This design comes from an exercise in tuning for a short achievable clock period and few clock cycles on the open sky130 flow, not from production work. Where RTL was checked, it was by simulation tests only, not by an equivalence proof against the original. Function not checked in run 2: the RTL went through the layout flow alone. Power is estimated from default activity; no workload was simulated.

==> flow/design.v <==
`timescale 1ns / 1ps
module adder4(
        input[3:0] A,B,
        input Cin, mode,
        output[3:0] S,
        output CF, OF
    );
    wire[3:0] xb, p, g;
    xor(xb[0], B[0], mode);  
    xor(xb[1], B[1], mode);
    xor(xb[2], B[2], mode);
    xor(xb[3], B[3], mode);
    and(g[0], A[0], xb[0]);     
    and(g[1], A[1], xb[1]);
    and(g[2], A[2], xb[2]);
    and(g[3], A[3], xb[3]);
    or(p[0], A[0], xb[0]);  
    or(p[1], A[1], xb[1]);
    or(p[2], A[2], xb[2]);
    or(p[3], A[3], xb[3]);
    xor(S[0], A[0], xb[0], Cin);  
    wire u1, u2;
    and(u1, p[0], Cin);
    or(u2, g[0], u1);
    xor(S[1], A[1], xb[1], u2);  
    wire v1, v2, v3;
    and(v1, p[1], g[0]);
    and(v2, p[1], p[0], Cin);
    or(v3, g[1], v1, v2);
    xor(S[2], A[2], xb[2], v3);  
    wire w1, w2, w3, w4;
    and(w1, p[2], g[1]);
    and(w2, p[2], p[1], g[0]);
    and(w3, p[2], p[1], p[0], Cin);
    or(w4, g[2], w1, w2, w3);
    xor(S[3], A[3], xb[3], w4);  
    wire x1, x2, x3, x4;
    and(x1, p[3], g[2]);
    and(x2, p[3], p[2], g[1]);
    and(x3, p[3], p[2], p[1], g[0]);
    and(x4, p[3], p[2], p[1], p[0], Cin);
    or(CF, g[3], x1, x2, x3, x4);     
    xor(OF, w4, CF);
endmodule
`timescale 1ns / 1ps
module adder32(
        input[31:0] A, B,
        input Cin, mode,
        output[31:0] S,
        output CF, OF
    );
     wire t1, t2, t3, t4, t5, t6, t7;
     adder4 add1(A[3:0], B[3:0], Cin, mode, S[3:0], t1, w1);
     adder4 add2(A[7:4], B[7:4], t1, mode, S[7:4], t2, w2);
     adder4 add3(A[11:8], B[11:8], t2, mode, S[11:8], t3, w3);
     adder4 add4(A[15:12], B[15:12], t3, mode, S[15:12], t4, w4);
     adder4 add5(A[19:16], B[19:16], t4, mode, S[19:16], t5, w5);
     adder4 add6(A[23:20], B[23:20], t5, mode, S[23:20], t6, w6);
     adder4 add7(A[27:24], B[27:24], t6, mode, S[27:24], t7, w7);
     adder4 add8(A[31:28], B[31:28], t7, mode, S[31:28], CF, OF);
endmodule
`timescale 1ns / 1ps
module and32(result, num1, num2);
    input [31:0]num1, num2;
    output [31:0]result;
    assign result[0] = num1[0] & num2[0];
    assign result[1] = num1[1] & num2[1];
    assign result[2] = num1[2] & num2[2];
    assign result[3] = num1[3] & num2[3];
    assign result[4] = num1[4] & num2[4];
    assign result[5] = num1[5] & num2[5];
    assign result[6] = num1[6] & num2[6];
    assign result[7] = num1[7] & num2[7];
    assign result[8] = num1[8] & num2[8];
    assign result[9] = num1[9] & num2[9];
    assign result[10] = num1[10] & num2[10];
    assign result[11] = num1[11] & num2[11];
    assign result[12] = num1[12] & num2[12];
    assign result[13] = num1[13] & num2[13];
    assign result[14] = num1[14] & num2[14];
    assign result[15] = num1[15] & num2[15];
    assign result[16] = num1[16] & num2[16];
    assign result[17] = num1[17] & num2[17];
    assign result[18] = num1[18] & num2[18];
    assign result[19] = num1[19] & num2[19];
    assign result[20] = num1[20] & num2[20];
    assign result[21] = num1[21] & num2[21];
    assign result[22] = num1[22] & num2[22];
    assign result[23] = num1[23] & num2[23];
    assign result[24] = num1[24] & num2[24];
    assign result[25] = num1[25] & num2[25];
    assign result[26] = num1[26] & num2[26];
    assign result[27] = num1[27] & num2[27];
    assign result[28] = num1[28] & num2[28];
    assign result[29] = num1[29] & num2[29];
    assign result[30] = num1[30] & num2[30];
    assign result[31] = num1[31] & num2[31];
endmodule
`timescale 1ns / 1ps
module or32(result, num1, num2);
    input [31:0]num1, num2;
    output [31:0]result;
    assign result[0] = num1[0] | num2[0];
    assign result[1] = num1[1] | num2[1];
    assign result[2] = num1[2] | num2[2];
    assign result[3] = num1[3] | num2[3];
    assign result[4] = num1[4] | num2[4];
    assign result[5] = num1[5] | num2[5];
    assign result[6] = num1[6] | num2[6];
    assign result[7] = num1[7] | num2[7];
    assign result[8] = num1[8] | num2[8];
    assign result[9] = num1[9] | num2[9];
    assign result[10] = num1[10] | num2[10];
    assign result[11] = num1[11] | num2[11];
    assign result[12] = num1[12] | num2[12];
    assign result[13] = num1[13] | num2[13];
    assign result[14] = num1[14] | num2[14];
    assign result[15] = num1[15] | num2[15];
    assign result[16] = num1[16] | num2[16];
    assign result[17] = num1[17] | num2[17];
    assign result[18] = num1[18] | num2[18];
    assign result[19] = num1[19] | num2[19];
    assign result[20] = num1[20] | num2[20];
    assign result[21] = num1[21] | num2[21];
    assign result[22] = num1[22] | num2[22];
    assign result[23] = num1[23] | num2[23];
    assign result[24] = num1[24] | num2[24];
    assign result[25] = num1[25] | num2[25];
    assign result[26] = num1[26] | num2[26];
    assign result[27] = num1[27] | num2[27];
    assign result[28] = num1[28] | num2[28];
    assign result[29] = num1[29] | num2[29];
    assign result[30] = num1[30] | num2[30];
    assign result[31] = num1[31] | num2[31];
endmodule
`timescale 1ns / 1ps
module mux2x1(A, B, Ctrl, S);
	parameter N=32;
	input wire [N-1:0] A, B;
	input wire Ctrl;
	output wire [N-1:0] S;
	assign S = Ctrl? B : A;
endmodule
`timescale 1ns / 1ps
module mux4x1(        
        input [31:0]A,
        input [31:0]B,
        input [31:0]C,
        input [31:0]D,
        input [1:0]ctrl,
        output [31:0]S
    );
    wire [31:0]ta, tb, tc, td;
    and(ta[0], A[0], ~ctrl[0], ~ctrl[1]);
    and(ta[1], A[1], ~ctrl[0], ~ctrl[1]);
    and(ta[2], A[2], ~ctrl[0], ~ctrl[1]);
    and(ta[3], A[3], ~ctrl[0], ~ctrl[1]);
    and(ta[4], A[4], ~ctrl[0], ~ctrl[1]);
    and(ta[5], A[5], ~ctrl[0], ~ctrl[1]);
    and(ta[6], A[6], ~ctrl[0], ~ctrl[1]);
    and(ta[7], A[7], ~ctrl[0], ~ctrl[1]);
    and(ta[8], A[8], ~ctrl[0], ~ctrl[1]);
    and(ta[9], A[9], ~ctrl[0], ~ctrl[1]);
    and(ta[10], A[10], ~ctrl[0], ~ctrl[1]);
    and(ta[11], A[11], ~ctrl[0], ~ctrl[1]);
    and(ta[12], A[12], ~ctrl[0], ~ctrl[1]);
    and(ta[13], A[13], ~ctrl[0], ~ctrl[1]);
    and(ta[14], A[14], ~ctrl[0], ~ctrl[1]);
    and(ta[15], A[15], ~ctrl[0], ~ctrl[1]);
    and(ta[16], A[16], ~ctrl[0], ~ctrl[1]);
    and(ta[17], A[17], ~ctrl[0], ~ctrl[1]);
    and(ta[18], A[18], ~ctrl[0], ~ctrl[1]);
    and(ta[19], A[19], ~ctrl[0], ~ctrl[1]);
    and(ta[20], A[20], ~ctrl[0], ~ctrl[1]);
    and(ta[21], A[21], ~ctrl[0], ~ctrl[1]);
    and(ta[22], A[22], ~ctrl[0], ~ctrl[1]);
    and(ta[23], A[23], ~ctrl[0], ~ctrl[1]);
    and(ta[24], A[24], ~ctrl[0], ~ctrl[1]);
    and(ta[25], A[25], ~ctrl[0], ~ctrl[1]);
    and(ta[26], A[26], ~ctrl[0], ~ctrl[1]);
    and(ta[27], A[27], ~ctrl[0], ~ctrl[1]);
    and(ta[28], A[28], ~ctrl[0], ~ctrl[1]);
    and(ta[29], A[29], ~ctrl[0], ~ctrl[1]);
    and(ta[30], A[30], ~ctrl[0], ~ctrl[1]);
    and(ta[31], A[31], ~ctrl[0], ~ctrl[1]);
    and(tb[0], B[0], ctrl[0], ~ctrl[1]);
    and(tb[1], B[1], ctrl[0], ~ctrl[1]);
    and(tb[2], B[2], ctrl[0], ~ctrl[1]);
    and(tb[3], B[3], ctrl[0], ~ctrl[1]);
    and(tb[4], B[4], ctrl[0], ~ctrl[1]);
    and(tb[5], B[5], ctrl[0], ~ctrl[1]);
    and(tb[6], B[6], ctrl[0], ~ctrl[1]);
    and(tb[7], B[7], ctrl[0], ~ctrl[1]);
    and(tb[8], B[8], ctrl[0], ~ctrl[1]);
    and(tb[9], B[9], ctrl[0], ~ctrl[1]);
    and(tb[10], B[10], ctrl[0], ~ctrl[1]);
    and(tb[11], B[11], ctrl[0], ~ctrl[1]);
    and(tb[12], B[12], ctrl[0], ~ctrl[1]);
    and(tb[13], B[13], ctrl[0], ~ctrl[1]);
    and(tb[14], B[14], ctrl[0], ~ctrl[1]);
    and(tb[15], B[15], ctrl[0], ~ctrl[1]);
    and(tb[16], B[16], ctrl[0], ~ctrl[1]);
    and(tb[17], B[17], ctrl[0], ~ctrl[1]);
    and(tb[18], B[18], ctrl[0], ~ctrl[1]);
    and(tb[19], B[19], ctrl[0], ~ctrl[1]);
    and(tb[20], B[20], ctrl[0], ~ctrl[1]);
    and(tb[21], B[21], ctrl[0], ~ctrl[1]);
    and(tb[22], B[22], ctrl[0], ~ctrl[1]);
    and(tb[23], B[23], ctrl[0], ~ctrl[1]);
    and(tb[24], B[24], ctrl[0], ~ctrl[1]);
    and(tb[25], B[25], ctrl[0], ~ctrl[1]);
    and(tb[26], B[26], ctrl[0], ~ctrl[1]);
    and(tb[27], B[27], ctrl[0], ~ctrl[1]);
    and(tb[28], B[28], ctrl[0], ~ctrl[1]);
    and(tb[29], B[29], ctrl[0], ~ctrl[1]);
    and(tb[30], B[30], ctrl[0], ~ctrl[1]);
    and(tb[31], B[31], ctrl[0], ~ctrl[1]);
    and(tc[0], C[0], ~ctrl[0], ctrl[1]);
    and(tc[1], C[1], ~ctrl[0], ctrl[1]);
    and(tc[2], C[2], ~ctrl[0], ctrl[1]);
    and(tc[3], C[3], ~ctrl[0], ctrl[1]);
    and(tc[4], C[4], ~ctrl[0], ctrl[1]);
    and(tc[5], C[5], ~ctrl[0], ctrl[1]);
    and(tc[6], C[6], ~ctrl[0], ctrl[1]);
    and(tc[7], C[7], ~ctrl[0], ctrl[1]);
    and(tc[8], C[8], ~ctrl[0], ctrl[1]);
    and(tc[9], C[9], ~ctrl[0], ctrl[1]);
    and(tc[10], C[10], ~ctrl[0], ctrl[1]);
    and(tc[11], C[11], ~ctrl[0], ctrl[1]);
    and(tc[12], C[12], ~ctrl[0], ctrl[1]);
    and(tc[13], C[13], ~ctrl[0], ctrl[1]);
    and(tc[14], C[14], ~ctrl[0], ctrl[1]);
    and(tc[15], C[15], ~ctrl[0], ctrl[1]);
    and(tc[16], C[16], ~ctrl[0], ctrl[1]);
    and(tc[17], C[17], ~ctrl[0], ctrl[1]);
    and(tc[18], C[18], ~ctrl[0], ctrl[1]);
    and(tc[19], C[19], ~ctrl[0], ctrl[1]);
    and(tc[20], C[20], ~ctrl[0], ctrl[1]);
    and(tc[21], C[21], ~ctrl[0], ctrl[1]);
    and(tc[22], C[22], ~ctrl[0], ctrl[1]);
    and(tc[23], C[23], ~ctrl[0], ctrl[1]);
    and(tc[24], C[24], ~ctrl[0], ctrl[1]);
    and(tc[25], C[25], ~ctrl[0], ctrl[1]);
    and(tc[26], C[26], ~ctrl[0], ctrl[1]);
    and(tc[27], C[27], ~ctrl[0], ctrl[1]);
    and(tc[28], C[28], ~ctrl[0], ctrl[1]);
    and(tc[29], C[29], ~ctrl[0], ctrl[1]);
    and(tc[30], C[30], ~ctrl[0], ctrl[1]);
    and(tc[31], C[31], ~ctrl[0], ctrl[1]);
    and(td[0], D[0], ctrl[0], ctrl[1]);
    and(td[1], D[1], ctrl[0], ctrl[1]);
    and(td[2], D[2], ctrl[0], ctrl[1]);
    and(td[3], D[3], ctrl[0], ctrl[1]);
    and(td[4], D[4], ctrl[0], ctrl[1]);
    and(td[5], D[5], ctrl[0], ctrl[1]);
    and(td[6], D[6], ctrl[0], ctrl[1]);
    and(td[7], D[7], ctrl[0], ctrl[1]);
    and(td[8], D[8], ctrl[0], ctrl[1]);
    and(td[9], D[9], ctrl[0], ctrl[1]);
    and(td[10], D[10], ctrl[0], ctrl[1]);
    and(td[11], D[11], ctrl[0], ctrl[1]);
    and(td[12], D[12], ctrl[0], ctrl[1]);
    and(td[13], D[13], ctrl[0], ctrl[1]);
    and(td[14], D[14], ctrl[0], ctrl[1]);
    and(td[15], D[15], ctrl[0], ctrl[1]);
    and(td[16], D[16], ctrl[0], ctrl[1]);
    and(td[17], D[17], ctrl[0], ctrl[1]);
    and(td[18], D[18], ctrl[0], ctrl[1]);
    and(td[19], D[19], ctrl[0], ctrl[1]);
    and(td[20], D[20], ctrl[0], ctrl[1]);
    and(td[21], D[21], ctrl[0], ctrl[1]);
    and(td[22], D[22], ctrl[0], ctrl[1]);
    and(td[23], D[23], ctrl[0], ctrl[1]);
    and(td[24], D[24], ctrl[0], ctrl[1]);
    and(td[25], D[25], ctrl[0], ctrl[1]);
    and(td[26], D[26], ctrl[0], ctrl[1]);
    and(td[27], D[27], ctrl[0], ctrl[1]);
    and(td[28], D[28], ctrl[0], ctrl[1]);
    and(td[29], D[29], ctrl[0], ctrl[1]);
    and(td[30], D[30], ctrl[0], ctrl[1]);
    and(td[31], D[31], ctrl[0], ctrl[1]);
    or(S[0], ta[0], tb[0], tc[0], td[0]);
    or(S[1], ta[1], tb[1], tc[1], td[1]);
    or(S[2], ta[2], tb[2], tc[2], td[2]);
    or(S[3], ta[3], tb[3], tc[3], td[3]);
    or(S[4], ta[4], tb[4], tc[4], td[4]);
    or(S[5], ta[5], tb[5], tc[5], td[5]);
    or(S[6], ta[6], tb[6], tc[6], td[6]);
    or(S[7], ta[7], tb[7], tc[7], td[7]);
    or(S[8], ta[8], tb[8], tc[8], td[8]);
    or(S[9], ta[9], tb[9], tc[9], td[9]);
    or(S[10], ta[10], tb[10], tc[10], td[10]);
    or(S[11], ta[11], tb[11], tc[11], td[11]);
    or(S[12], ta[12], tb[12], tc[12], td[12]);
    or(S[13], ta[13], tb[13], tc[13], td[13]);
    or(S[14], ta[14], tb[14], tc[14], td[14]);
    or(S[15], ta[15], tb[15], tc[15], td[15]);
    or(S[16], ta[16], tb[16], tc[16], td[16]);
    or(S[17], ta[17], tb[17], tc[17], td[17]);
    or(S[18], ta[18], tb[18], tc[18], td[18]);
    or(S[19], ta[19], tb[19], tc[19], td[19]);
    or(S[20], ta[20], tb[20], tc[20], td[20]);
    or(S[21], ta[21], tb[21], tc[21], td[21]);
    or(S[22], ta[22], tb[22], tc[22], td[22]);
    or(S[23], ta[23], tb[23], tc[23], td[23]);
    or(S[24], ta[24], tb[24], tc[24], td[24]);
    or(S[25], ta[25], tb[25], tc[25], td[25]);
    or(S[26], ta[26], tb[26], tc[26], td[26]);
    or(S[27], ta[27], tb[27], tc[27], td[27]);
    or(S[28], ta[28], tb[28], tc[28], td[28]);
    or(S[29], ta[29], tb[29], tc[29], td[29]);
    or(S[30], ta[30], tb[30], tc[30], td[30]);
    or(S[31], ta[31], tb[31], tc[31], td[31]);
endmodule
`timescale 1ns / 1ps
module extend(
        input [15:0]in,
        output [31:0]out
    );
    assign out = {{16{in[15]}}, in[15:0]};
endmodule
`timescale 1ns / 1ps
module ALUctr(
        input[1:0] ALUop,
        input[5:0] Func,
        output[2:0] ALUoper
    );
    wire t1, t2;
    or (t1, Func[0], Func[3]);
    and (t2, Func[1], ALUop[1]);
    or (ALUoper[2], t2, ALUop[0]);
    or (ALUoper[1], ~Func[2], ~ALUop[1]);
    and (ALUoper[0], t1, ALUop[1]);
endmodule
`timescale 1ns / 1ps
module ALUnit(Adat, Bdat, ALUoper, Result, zero, carryout, overflow);
    input [31:0] Adat;
    input [31:0] Bdat;
    output [31:0] Result;
    input [2:0] ALUoper;
    output zero, carryout, overflow;
    wire slt, caryt, overf, cyt;
    wire[31:0] andt, orxt, addsub;  
    and32 an1(andt, Adat, Bdat);  
    or32 or1(orxt, Adat, Bdat);  
    adder32 add32(Adat, Bdat, ALUoper[2], ALUoper[2], addsub, caryt, overf);  
    xor(cyt, caryt, ALUoper[2]);  
    xor(slt, overf, addsub[31]);  
    mux4x1 mx4(andt, orxt, addsub, {31'h0,slt}, {ALUoper[1],ALUoper[0]}, Result);
    and(carryout, ALUoper[1], ~ALUoper[0], cyt);  
    and(overflow, ALUoper[1], ~ALUoper[0], overf);  
    nor(zero, Result[0], Result[ 1], Result[ 2], Result[ 3],
              Result[ 4], Result[ 5], Result[ 6], Result[ 7],
              Result[ 8], Result[ 9], Result[10], Result[11],
              Result[12], Result[13], Result[14], Result[15],
              Result[16], Result[17], Result[18], Result[19],
              Result[20], Result[21], Result[22], Result[23],
              Result[24], Result[25], Result[26], Result[27],
              Result[28], Result[29], Result[30], Result[31]);
endmodule
`timescale 1ns / 1ps
module pc(clk, rst, i_pc, o_pc);
    parameter N = 9;
    input wire clk, rst;
    input wire[N-1:0] i_pc;
    output wire[N-1:0] o_pc;
    reg[N-1:0] t_pc;
    assign o_pc = rst ? {N{1'b1}}: t_pc;
    always @(posedge clk) begin
        t_pc <= i_pc;
    end
endmodule
`timescale 1ns / 1ps
module pc4(i_pc, o_pc);
    parameter N = 9;
    input  wire[N-1:0] i_pc;
    output wire[N-1:0] o_pc;
    assign o_pc = i_pc + 1;
endmodule
`timescale 1ns / 1ps
module regFile(
        input clk,
        input rst,
        input [4:0]regA,
        input [4:0]regB,
        input [4:0]regC,
        input [4:0]regW,
        input [31:0]Wdat,
        input RegWrite,
        output [31:0]Adat,
        output [31:0]Bdat,
        output [31:0]Cdat
    );
    reg [31:0]RegMem[31:0];
    assign Adat = RegMem[regA];
    assign Bdat = RegMem[regB];
    assign Cdat = RegMem[regC];
    always @(posedge clk or posedge rst) begin
		if (rst == 1'b1) begin
			RegMem[0] <= {32{1'b0}};
			RegMem[1] <= {32{1'b0}};
			RegMem[2] <= {32{1'b0}};
			RegMem[3] <= {32{1'b0}};
			RegMem[4] <= {32{1'b0}};
			RegMem[5] <= {32{1'b0}};
			RegMem[6] <= {32{1'b0}};
			RegMem[7] <= {32{1'b0}};
			RegMem[8] <= {32{1'b0}};
			RegMem[9] <= {32{1'b0}};
			RegMem[10] <= {32{1'b0}};
			RegMem[11] <= {32{1'b0}};
			RegMem[12] <= {32{1'b0}};
			RegMem[13] <= {32{1'b0}};
			RegMem[14] <= {32{1'b0}};
			RegMem[15] <= {32{1'b0}};
			RegMem[16] <= {32{1'b0}};
			RegMem[17] <= {32{1'b0}};
			RegMem[18] <= {32{1'b0}};
			RegMem[19] <= {32{1'b0}};
			RegMem[20] <= {32{1'b0}};
			RegMem[21] <= {32{1'b0}};
			RegMem[22] <= {32{1'b0}};
			RegMem[23] <= {32{1'b0}};
			RegMem[24] <= {32{1'b0}};
			RegMem[25] <= {32{1'b0}};
			RegMem[26] <= {32{1'b0}};
			RegMem[27] <= {32{1'b0}};
			RegMem[28] <= {32{1'b0}};
			RegMem[29] <= {32{1'b0}};
			RegMem[30] <= {32{1'b0}};
			RegMem[31] <= {32{1'b0}};
		end
		else if (RegWrite) 
			RegMem[regW] <= (regW == {5{1'b0}})? {32{1'b0}}: Wdat;
    end
endmodule
`timescale 1ns / 1ps
module control(OP, ALUop, RegDst, RegWrite, Branch, Jump, MemtoReg, MemRead, MemWrite, ALUsrc, rst);
    input  wire      rst;
    input  wire[5:0] OP;
    output wire[1:0] ALUop;
    output wire RegDst, RegWrite, ALUsrc, Branch, Jump;
    output wire MemtoReg, MemRead, MemWrite;
    wire R, LW, SW, BEQ;
    assign R  = ~OP[0]&~OP[1]&~OP[2]&~OP[3]&~OP[4]&~OP[5];
    assign LW =  OP[0]& OP[1]&~OP[2]&~OP[3]&~OP[4]& OP[5];
    assign SW =  OP[0]& OP[1]&~OP[2]& OP[3]&~OP[4]& OP[5];
    assign BEQ= ~OP[0]&~OP[1]& OP[2]&~OP[3]&~OP[4]&~OP[5];
    assign J  = ~OP[0]& OP[1]&~OP[2]&~OP[3]&~OP[4]&~OP[5];
    assign ALUop[0] = ~rst & BEQ;
    assign ALUop[1] = ~rst & R;
    assign RegDst   = ~rst & R; 
    assign RegWrite = ~rst & (R | LW); 
    assign Branch   = ~rst & BEQ;
    assign ALUsrc   = ~rst & (SW | LW); 
    assign Jump     = ~rst & J; 
    assign MemtoReg = ~rst & LW; 
    assign MemRead  = ~rst & LW;
    assign MemWrite = ~rst & SW;
endmodule
`timescale 1ns / 1ps
module mips_singlecycle (
        input clk, rst,
        output [8:0]  imem_addr,
        input  [31:0] imem_rdata,
        output [8:0]  dmem_addr,
        output [31:0] dmem_wdata,
        output        dmem_we,
        input  [31:0] dmem_rdata,
        input  [4:0]  dbg_sel,
        output [31:0] dbg_data
    );
    wire [31:0] inst_one;
    wire [31:0] pc_0, pc_4, pc_new;
    wire [1:0] ALUop;
    wire RegDst, RegWrite, ALUsrc, Branch, Jump;
    wire MemtoReg, MemRead, MemWrite;
    wire [4:0] i_wreg;
    wire [31:0] i_wdata, o_rdata1, o_rdata2;
    wire [31:0] reg_display;  
    wire [31:0] alu_op2, alu_result;
    wire zero_flag;
    wire carryout_flag;
    wire overflow_flag;
    wire [2:0] alu_ctrl;
    wire [31:0] out_ext32;
    wire brh_ctr;
    wire [31:0] pc_4_j;
    wire [31:0] j_brh_0;
    wire carray_out_flag_j, overflow_flag_j;
    wire [31:0] Dmdata;
    assign pc_0[31:11] = 21'b0;
    assign pc_0[1:0] = 2'b0;
    assign pc_4[31:11] = 21'b0;
    assign pc_4[1:0] = 2'b0;
    pc p(clk, rst, pc_new[10:2], pc_0[10:2]);
    pc4 p4(pc_0[10:2], pc_4[10:2]);
    assign imem_addr = pc_0[10:2];
    assign inst_one = imem_rdata;
    adder32 add(pc_4, {out_ext32[29:0], 2'b00}, 1'b0, 1'b0, pc_4_j, carray_out_flag_j, overflow_flag_j);
    control sc(inst_one[31:26], ALUop, RegDst, RegWrite, Branch, Jump, MemtoReg, MemRead, MemWrite, ALUsrc, rst);
    regFile sg(clk, rst, inst_one[25:21], inst_one[20:16], dbg_sel, i_wreg, i_wdata, RegWrite, o_rdata1, o_rdata2, reg_display);
    assign dbg_data = reg_display;
    ALUnit sa(o_rdata1, alu_op2, alu_ctrl, alu_result, zero_flag, carryout_flag, overflow_flag);
    ALUctr sac(ALUop, inst_one[5:0], alu_ctrl);
    mux2x1 #(5) sm0(inst_one[20:16], inst_one[15:11], RegDst, i_wreg);  
    mux2x1 sm1(o_rdata2, out_ext32, ALUsrc, alu_op2);  
    mux2x1 sm2(alu_result, Dmdata, MemtoReg, i_wdata);  
    mux2x1 sm3(pc_4, pc_4_j, brh_ctr, j_brh_0);  
    mux2x1 sm4(j_brh_0, {pc_4[31:28], inst_one[25:0], 2'b00}, Jump, pc_new);  
    extend ext(inst_one[15:0], out_ext32);  
    assign dmem_addr = alu_result[10:2];
    assign dmem_wdata = o_rdata2;
    assign dmem_we = MemWrite;
    assign Dmdata = dmem_rdata;
    and (brh_ctr, Branch, zero_flag);  
endmodule
==> flow/run.sh <==
#!/bin/bash
# synth_recipe.tcl (not shown) runs the flow's synth.tcl, then flattens the netlist and writes it again
# the make line also repeats each setting of config.mk as NAME=value (left out here)
make -C /OpenROAD-flow-scripts/flow DESIGN_CONFIG=/design/flow/config.mk WORK_HOME=/design/flow/orfs CLKGATE_MAP_FILE= SYNTH_SCRIPT=/design/flow/synth_recipe.tcl finish
==> flow/config.mk <==
export PLATFORM = sky130hd
export DESIGN_NAME = mips_singlecycle
export DESIGN_NICKNAME = mips_singlecycle
export VERILOG_FILES = /design/flow/design.v
export SDC_FILE = /design/flow/constraint.sdc
export NUM_CORES = 8
export LEC_CHECK = 0
export CAP_MARGIN = 20
export CORE_MARGIN = 2
export CORE_UTILIZATION = 30
export SETUP_SLACK_MARGIN = 0.2
export SLEW_MARGIN = 20
==> flow/constraint.sdc <==
create_clock -name core_clock -period 10.5 [get_ports {clk}]
set_input_delay 2.1000 -clock core_clock [delete_from_list [all_inputs] [get_ports {clk}]]
set_output_delay 2.1000 -clock core_clock [all_outputs]
set_load 0.01 [all_outputs]
==> metrics.md, run 1 <==
| Metric | Value |
|---|---|
| Port bufs | `153` |
| Initial DRC count | `14400` |
| Crit path DAT | `8.17 ns` |
| Drt wl/cell | `48.1 um` |
| Pin count of the biggest net entering global routing | `160` |
| Async set-or-reset flop fraction in the synthesized netlist | `99.1%` |
| Distinct cells, synth | `91` |
| Fillers | `20200` |
| Fmax | `97.4 MHz` |
| Final period util | `97.8%` |
| Area occupied by multi-input gates | `31900 um2` |
| Fin cells | `9916` |
| Fin crit period | `10.27 ns` |
| Clock transition at path regs | `0.06 ns` |
| Slew @ Worst Pin | `1.30 ns` |
| # rows | `163` |
| RSZ-0062 raised after global routing | `yes` |
| TritonCTS Buffers | `119` |
| Routed WL | `477000 um` |
| Synthesis-stage register bit count | `1033` |
| Max VDD drop | `153 uV` |
| Slew HR | `12.8%` |
| DR DRC count | `0` |
| Count leader, synth | `nand2_1` |
| Drt first pass iters | `14` |
| MaxCap Viol Count | `0` |
| IO Pins | `154` |
| Largest area contributor in the netlist | `dfrtp_1` |
| Post-synth top cells | `1282 x nand2_1, 1024 x dfrtp_1, 994 x o21ai_0, 961 x a22oi_1, 582 x clkbuf_1` |
| Pre-CTS setup slack | `-0.127 ns` |
| Hold Path Depth | `2` |
| Clk_skew | `0.0816 ns` |
| Die X-Extent | `450 um` |
| Clk buf depth | `3` |
| Max Slew Vio Count | `0` |
| Compound-gate portion of the synthesized area | `30.9%` |
| Post-DP HPWL | `325000 um` |
| Final setup fails | `0` |
| Via Count | `71100` |
| Synth Cell Area | `59700 um2` |
| Synthesized-area fraction occupied by adder cells | `2.34%` |
| Cell Pwr Density | `134 nW/um2` |
| Starting Density | `30.2%` |
| Clock Sinks | `1033` |
| Post-synthesis sequential area ratio | `43.2%` |
| Worst Hold Margin | `0.542 ns` |
| R2r worst-path depth | `28` |
| FF+latch area | `25800 um2` |
| Post-synth EDFFs | `0` |
| Die Ht | `450 um` |
| Status | `timing/DRC/antenna clean` |
| Total die area | `203000 um2` |
| H-tree levels | `3` |
| CP Capture Type | `primary output` |
| Post-Synth Simple-Gate Area | `16.6%` |
| Worst min path class | `reg2reg` |
| Synth Area in XOR/XNOR | `0.836%` |
| Primary FF master, synth | `dfrtp_1` |
| Clock root buffer | `clkbuf_16` |
| Final hold viol count | `0` |
| Lkg Pwr | `30.0 nW` |
| WP data required | `8.40 ns` |
| Synth top area share | `42.9%` |
| Crit Path Max Fanout | `18` |
| P&R area growth vs syn | `19.7%` |
| Startpoint class of the critical path | `input port` |
| Antenna viol nets, final | `0` |
| Post-Syn Area per Cell | `8.50 um2` |
| Core area | `198000 um2` |
| Gr ovfl total | `0` |
| Synth warn | `11` |
| GP Congestion | `1.11` |
| Largest family of logic cells by synthesized area | `compound AO/OA/AOI/OAI gates` |
| Ranking of synthesized cells by area | `dfrtp_1 43%, a22oi_1 12%, o21ai_0 8.3%` |
| First-pass GRT wire length | `626000 um` |
| Placed Instances | `9654` |
| Layout cell share with drive strength beyond 1 | `12.4%` |
| Cells after Synth | `7031` |
| Critical path class | `in2out` |
| Syn nets | `7190` |
| Final core occ | `36.2%` |
| Vias in the first global route | `65200` |
| Gr usage total | `45.5%` |
| Post-layout net count | `7297` |
| Vias/cell | `7.17` |
| Initial antenna violation count | `55` |
| TritonCTS clock tree | `built` |
| Setup ws final | `0.233 ns` |
| Skew-Pair Late Insertion Delay | `0.83 ns` |
| Multiplexer share of the synthesized area | `1.02%` |
-- final timing paths --
check                             startpoint  slack [ns]                 to
setup / recovery              imem_rdata[19]        0.23       dmem_addr[7]
hold reg to reg            sg.RegMem[31][17]        0.54  sg.RegMem[31][17]
hold / removal             sg.RegMem[31][17]        0.54  sg.RegMem[31][17]
setup reg to reg            sg.RegMem[12][8]        2.92          p.t_pc[2]
min in group asynchronous                rst        1.93  sg.RegMem[17][24]
max in group asynchronous                rst        6.47    sg.RegMem[3][7]
-- final cells by class --
class | instances | share of cell area (%)
Antenna cell | 38 | 0.133
Clock buffer | 157 | 4.66
Clock inverter | 64 | 1.22
Inverter | 112 | 0.593
Multi-Input combinational cell | 5220 | 44.6
Sequential cell | 1033 | 36.1
Tap cell | 2640 | 4.62
Timing Repair Buffer | 652 | 8.08
-- sequential cells by signal, indices dropped and copies added, names as in the netlist --
name       cells
sg.RegMem   1024
p.t_pc         9
-- per-layer routing --
metal	part of all wire, %	GRT usage [%]
met1	37	56.5
met2	38	61.3
met3	15	21.5
met5	0.16	1.78
met4	8.9	31.2
-- cells by family (layout without fill, tap and decap cells) --
kind of cell / Yosys count / in the layout
multiplexers: 58 / 58
AND/OR/NAND/NOR: 2235 / 2235
adder cells (fa/ha/maj): 110 / 110
AO/OA/AOI/OAI: 2760 / 2760
XOR/XNOR: 57 / 57
other: 0 / 38
flip-flops: 1033 / 1033
buffers and inverters: 778 / 985
-- cell usage in the layout, fill, tap and decap left out, types with 42 or more instances in the layout --
cell type	n
a31oi_1	42
nand3_1	147
inv_1	111
mux2i_1	46
o32a_1	43
nand4_1	162
dfrtp_1	1024
a22oi_1	961
clkdlybuf4s50_1	150
ha_1	78
nor2_1	198
nor3_1	86
nand2_1	1252
a221oi_1	190
o21ai_0	990
a21oi_1	174
buf_4	458
nor2_4	95
and2_1	43
clkbuf_16	121
a22o_1	197
-- worst max-delay path, cell delays in order --
cell and delay, ns:
clkdlybuf4s50_1 0.70, buf_4 0.36, nor2b_2 0.82, a22o_1 0.28, a21oi_1 0.13, o31ai_1 0.36, nor3_1 0.11, buf_4 0.16
nor2_1 0.34, mux2i_1 0.16, xnor2_1 0.21, ha_1 0.25, a21oi_1 0.17, nor2_1 0.06, nor2_1 0.09, nor2_1 0.05
nor2_1 0.15, nand2_1 0.14, fa_1 0.45, xor2_1 0.16, a32oi_1 0.07, o31ai_1 0.18, clkdlybuf4s50_1 0.64
-- per-stage QoR --
step	cell area, um2	total power, W	setup TNS (ns)
2_1_floorplan	59700	0.00455	-6001.71
3_3_place_gp	67100	0.00503	-1.54
3_5_place_dp	67100	0.00503	-0.901
4_1_cts	71300	0.00956	0
5_1_grt	71400	0.00979	0
6_report	71500	0.00961	0
-- what timing repair did --
item / CTS / global route
resized for setup: 0 / 5
buffers inserted: 0 / 3
hold buffers: 0 / 0
endpoints found under the setup margin: 0 / 5
-- where the power goes --
group	switching [W]	total [W]	internal, W
logic	0.000719	0.000961	0.000242
registers	0.0000425	0.00406	0.00401
clock network	0.00194	0.00459	0.00266
Testbench counts, summed over its fixed seeds: cycles 153,632.
==> run 2, diff against run 1 <==
==> flow/design.v (replaced) <==
`timescale 1ns / 1ps
module mips_singlecycle (
        input clk, rst,
        output [8:0]  imem_addr,
        input  [31:0] imem_rdata,
        output [8:0]  dmem_addr,
        output [31:0] dmem_wdata,
        output        dmem_we,
        input  [31:0] dmem_rdata,
        input  [4:0]  dbg_sel,
        output [31:0] dbg_data
    );
    reg  [8:0]  pc;
    reg  [31:0] rf [1:31];
    reg         ex_wen;      
    reg  [4:0]  ex_rd;
    reg         ex_ld;       
    reg  [1:0]  ex_sel;      
    reg         ex_sub;      
    reg  [31:0] ex_a, ex_b;
    reg  [8:0]  ma;          
    reg  [31:0] wd;          
    reg         we;          
    wire [31:0] bx  = ex_b ^ {32{ex_sub}};
    wire [32:0] sum = {1'b0, ex_a} + {1'b0, bx} + {32'b0, ex_sub};
    wire        lt  = (ex_a[31] ^ ex_b[31]) ? ex_a[31] : sum[31];
    reg  [31:0] alu;
    always @(*) begin
        case (ex_sel)
            2'd0: alu = sum[31:0];
            2'd1: alu = ex_a & ex_b;
            2'd2: alu = ex_a | ex_b;
            default: alu = {31'b0, lt};
        endcase
    end
    wire [31:0] ex_res = ex_ld ? dmem_rdata : alu;
    integer i;
    always @(posedge clk or posedge rst) begin
        if (rst) begin
            for (i = 1; i < 32; i = i + 1) rf[i] <= 32'b0;
        end else if (ex_wen) begin
            rf[ex_rd] <= ex_res;
        end
    end
    wire [31:0] ins = imem_rdata;
    wire [5:0]  op  = ins[31:26];
    wire [4:0]  rs  = ins[25:21];
    wire [4:0]  rt  = ins[20:16];
    wire [4:0]  rd  = ins[15:11];
    wire [5:0]  fn  = ins[5:0];
    wire is_r   = (op == 6'h00);
    wire is_lw  = (op == 6'h23);
    wire is_sw  = (op == 6'h2B);
    wire is_beq = (op == 6'h04);
    wire is_j   = (op == 6'h02);
    function [31:0] rfread(input [4:0] a);
        rfread = (a == 5'd0) ? 32'b0 : rf[a];
    endfunction
    wire [31:0] rs_rf = rfread(rs);
    wire [31:0] rt_rf = rfread(rt);
    wire [31:0] rs_v  = (ex_wen && ex_rd == rs) ? ex_res : rs_rf;
    wire [31:0] rt_v  = (ex_wen && ex_rd == rt) ? ex_res : rt_rf;
    wire        taken = is_beq && (rs_v == rt_v);
    wire [8:0]  pc1   = pc + 9'd1;
    wire [8:0]  pc_n  = is_j ? ins[8:0] : taken ? pc1 + ins[8:0] : pc1;
    wire [10:0] ea    = rs_v[10:0] + ins[10:0];
    always @(posedge clk or posedge rst) begin
        if (rst) begin
            pc     <= 9'd0;
            ex_wen <= 1'b0;
            we     <= 1'b0;
        end else begin
            pc     <= pc_n;
            ex_wen <= (is_r && rd != 5'd0) || (is_lw && rt != 5'd0);
            we     <= is_sw;
        end
    end
    always @(posedge clk) begin
        ex_rd  <= is_r ? rd : rt;
        ex_ld  <= is_lw;
        ex_sub <= fn[1];
        ex_sel <= fn[3] ? 2'd3 : fn[2] ? (fn[0] ? 2'd2 : 2'd1) : 2'd0;
        ex_a   <= rs_v;
        ex_b   <= rt_v;
        ma     <= ea[10:2];
        wd     <= rt_v;
    end
    assign imem_addr  = pc;
    assign dmem_addr  = ma;
    assign dmem_wdata = wd;
    assign dmem_we    = we;
    assign dbg_data   = rfread(dbg_sel);
endmodule
--- a/flow/config.mk
+++ b/flow/config.mk
@@ -7,2 +7,3 @@
 export LEC_CHECK = 0
+export ABC_CLOCK_PERIOD_IN_PS = 5000
 export CAP_MARGIN = 20
@@ -10,3 +11,3 @@
 export CORE_UTILIZATION = 30
-export SETUP_SLACK_MARGIN = 0.2
+export SETUP_SLACK_MARGIN = 5
 export SLEW_MARGIN = 20
==> run 2 against run 1 <==
- critical endpoint is now dbg_data[0]
- combinational power grew to 3.9 times the previous value
- sequential share of layout area shrank 4.3 points
- clock skew shrank 0.030 ns
- non-clock buffer count grew 397
- utilization grew 4.5 points
- final cell count grew 7.1%
- clock-buffer cell count grew 3
- largest power group is now registers
- die area grew 4.1%
==> metrics.md, run 2 <==
| Metric | Value |
|---|---|
| Via Count | `79000` |
| Final core occ | `40.7%` |
| Combinational share of power | `27.6%` |
| P&R area growth vs syn | `35.1%` |
| Post-synth top cells | `1240 x nand2_1, 1006 x o21ai_0, 1003 x dfrtp_1, 716 x a22oi_1, 557 x clkbuf_1` |
| Clock Sinks | `1085` |
| Clk network pwr share | `35.7%` |
| Initial DRC count | `16300` |
| IO Pins | `154` |
| Fmax | `152 MHz` |
| Worst Hold Margin | `0.533 ns` |
| Worst R2R Setup Slack | `4.48 ns` |
| Largest area contributor in the netlist | `dfrtp_1` |
| Hold-fix buffers, CTS | `0` |
| Routed WL | `533000 um` |
| Seq pwr share | `36.7%` |
| Commonest non-fill, non-tap cells in the layout | `1201 x nand2_1, 1003 x dfrtp_1, 991 x o21ai_0` |
| Sw Pwr | `0.00506 W` |
| Slew @ Worst Pin | `1.32 ns` |
| Critical path class | `in2out` |
| Gr usage total | `48.4%` |
| GP Congestion | `1.09` |
| Clk buf depth | `3` |
| Clock root buffer | `clkbuf_16` |
| WP data required | `8.40 ns` |
| Antenna viol nets, final | `0` |
| Total die area | `211000 um2` |
| Final hold viol count | `0` |
| Post-Syn Area per Cell | `8.57 um2` |
| Ranking of synthesized cells by area | `dfrtp_1 40%, a22oi_1 8.6%, o21ai_0 8.1%` |
| RSZ-0062 raised after global routing | `yes` |
| Status | `timing/DRC/antenna clean` |
| Sw Share | `37.2%` |
| H-tree levels | `3` |
| Pre-CTS setup slack | `0.952 ns` |
| Post-synth EDFFs | `0` |
| Distinct cells, synth | `101` |
| TritonCTS clock tree | `built` |
| Slew HR | `11.8%` |
| Post-DP HPWL | `318000 um` |
| Synthesis-stage register bit count | `1085` |
| FF+latch area | `26700 um2` |
| DR DRC count | `0` |
| Fin crit period | `6.59 ns` |
| Internal power | `0.00856 W` |
| Count leader, synth | `nand2_1` |
| Crit path cell chain | `buf_12 -> nand3b_1 -> buf_4 -> buf_6 -> nor2_4 -> buf_8 -> buf_4 -> a22o_1 -> a221oi_1 -> nand4_1 -> nor3_2 -> a21oi_4 -> buf_4` |
| Drt wl/cell | `50.2 um` |
| Port bufs | `153` |
| Post-layout net count | `7866` |
| Layout cell share with drive strength beyond 1 | `23.1%` |
| Die Ht | `459 um` |
| Final period util | `62.7%` |
| Critical-path top delay cell | `a21oi_4` |
| Lkg Pwr | `36.5 nW` |
| Syn nets | `7391` |
| CP Buf/Inv Count | `6` |
| Worst min path class | `reg2reg` |
| Fillers | `20100` |
| Worst Min Path Start | `rf[1][24]` |
| Die X-Extent | `459 um` |
| Primary FF master, synth | `dfrtp_1` |
| Commonest non-fill, non-tap cell in the layout | `nand2_1` |
| Crit path DAT | `4.49 ns` |
| Clock transition at path regs | `0.06 ns` |
| CP max stage delay | `0.30 ns` |
| Gr ovfl total | `0` |
| Max reg flops | `992` |
| Initial antenna violation count | `75` |
| Vias in the first global route | `70300` |
| Pin count of the biggest net entering global routing | `152` |
| Area occupied by multi-input gates | `36500 um2` |
| Cells after Synth | `7264` |
| Cell mode on critical path | `buf_4` |
| Max VDD drop | `171 uV` |
| Crit path launch | `dbg_sel[3]` |
| Worst path top cell family by delay | `buffers and inverters` |
| Starting Density | `30.1%` |
| Post-synthesis sequential area ratio | `43.0%` |
| Cell Pwr Density | `162 nW/um2` |
| Crit Path Max Fanout | `6` |
| Core area | `207000 um2` |
| Synth warn | `2` |
| Vias/cell | `7.43` |
| First-pass GRT wire length | `685000 um` |
| Setup ws final | `3.91 ns` |
| Clk_skew | `0.0521 ns` |
| Async set-or-reset flop fraction in the synthesized netlist | `92.4%` |
| # rows | `167` |
| Synth Cell Area | `62200 um2` |
| Setup Total Neg Slack | `0 ns` |
| Most flops, register | `rf` |
| Skew-Pair Late Insertion Delay | `0.91 ns` |
| CP Capture Type | `primary output` |
| TritonCTS Buffers | `120` |
| MaxCap Viol Count | `0` |
| Final setup fails | `0` |
| Startpoint class of the critical path | `input port` |
| Max Slew Vio Count | `0` |
| Biggest regs | `rf (992), ex_a (32), wd (32)` |
| Worst R2R Start | `ex_sub` |
| Drt first pass iters | `17` |
| Synth top area share | `40.3%` |
## run 2: changes by cell type in the layout (fill, tap and decap cells not counted), sizes merged, moves of 65 or more
cell	change
a2111oi	+75
a22oi	-246
and3	+225
buf	+422
dfxtp	+73
mux2	+65
nand3	+102
nor2	-77
## run 2: logic make-up after synthesis
logic type / count (synthesis) / share of synthesized area [%]
adders and majority gates: 56 / 1.15
and+or+nand+nor: 2475 / 18.8
muxes: 105 / 1.84
DFF: 1085 / 43.0
AOI/OAI and AO/OA: 2697 / 29.1
xor gates and xnor gates: 95 / 1.34
buffers and inverters: 751 / 4.84
## run 2: path summary, 6_finish.rpt
| check | end | cells past startpoint |
|---|---|---|
| worst max-delay path | dbg_data[0] | 13 |
| worst min-delay path | rf[1][24] | 2 |
| worst max register to register | pc[6] | 20 |
| worst min register to register | rf[1][24] | 2 |
| max in group asynchronous | rf[30][21] | 4 |
| min in group asynchronous | rf[20][1] | 2 |
## run 2: what timing repair did
action | 4_1_cts | 5_1_grt
buffers inserted | 479 | 61
gates resized for setup | 993 | 171
setup endpoints to repair | 69 | 44
pin swaps | 266 | 121
endpoints found under the hold margin | 0 | 0
cloned | 38 | 9
## run 2: power groups by stage
| stage | clock network [W] | logic, W | registers (W) |
|---|---|---|---|
| 6_report | 0.00486 | 0.00376 | 0.00501 |
| 5_1_grt | 0.00501 | 0.00384 | 0.00499 |
| 4_1_cts | 0.00483 | 0.00348 | 0.00494 |
| 3_5_place_dp | 0 | 0.00306 | 0.00501 |
| 3_3_place_gp | 0 | 0.00305 | 0.00502 |
| 2_1_floorplan | 0 | 0.00171 | 0.00479 |
## run 2: cell type report
cell class,instances,area share [%]
Sequential cell,1085,31.8
Antenna cell,75,0.223
Timing Repair Buffer,1049,15.0
Tap cell,2704,4.02
Inverter,50,0.228
Clock inverter,68,1.16
Clock buffer,160,4.09
Multi-Input combinational cell,5433,43.5
## run 2: routing by layer
metal | vias to the layer above | GRT usage, % | share of wire [%]
met5 | - | 4.32 | 0.31
met4 | 58 | 42.3 | 11
met3 | 3090 | 26.7 | 16
met2 | 8806 | 62.3 | 37
met1 | 38600 | 56.6 | 35
li1 | 28400 | - | -
## run 2: tightest hold or removal path: cells and delay by family (launching register included)
family | cells | cell delay [ns]
simple gates | 1 | 0.05
compound gates | 1 | 0.06
flops | 1 | 0.38
## run 2: metrics by stage
step | cell area, um2 | cells | total power [W]
6_report | 84100 | 10600 | 0.0136
2_1_floorplan | 62700 | 7264 | 0.00651
3_5_place_dp | 68300 | 9732 | 0.00807
5_1_grt | 84000 | 10600 | 0.0138
4_1_cts | 82300 | 10500 | 0.0133
3_3_place_gp | 68200 | 9728 | 0.00807

-- separate check: timing with driven ports --
The results above use ideal ports. As a check the final layouts listed here were re-extracted and re-timed, cells and wires unchanged.
Step 1, drivers: a clkbuf_16 drives clk and a buf_2 each remaining input, both assumed.
Step 2 times the ports against the registers' clock, not the clock port: input delays grow and output delays shrink by t, the midpoint of the rising clock arrivals with the driver on.
Three values: ideal ports, drivers, drivers and shift; two values: the first two.
| run | t, ns | slack for setup (ns) | pins driven straight from the clock port |
|---|---|---|---|
| run 1 | 0.889 | 0.233 / 0.174 / -0.520 | 1 |
| run 2 | 0.976 | 3.915 / 3.493 / 3.258 | 1 |
With both steps, setup timing fails in run 1, where it was met with ideal ports. For run 1, which loses most, drivers alone change the setup slack by -0.059 ns; drivers and shift together by -0.753 ns.
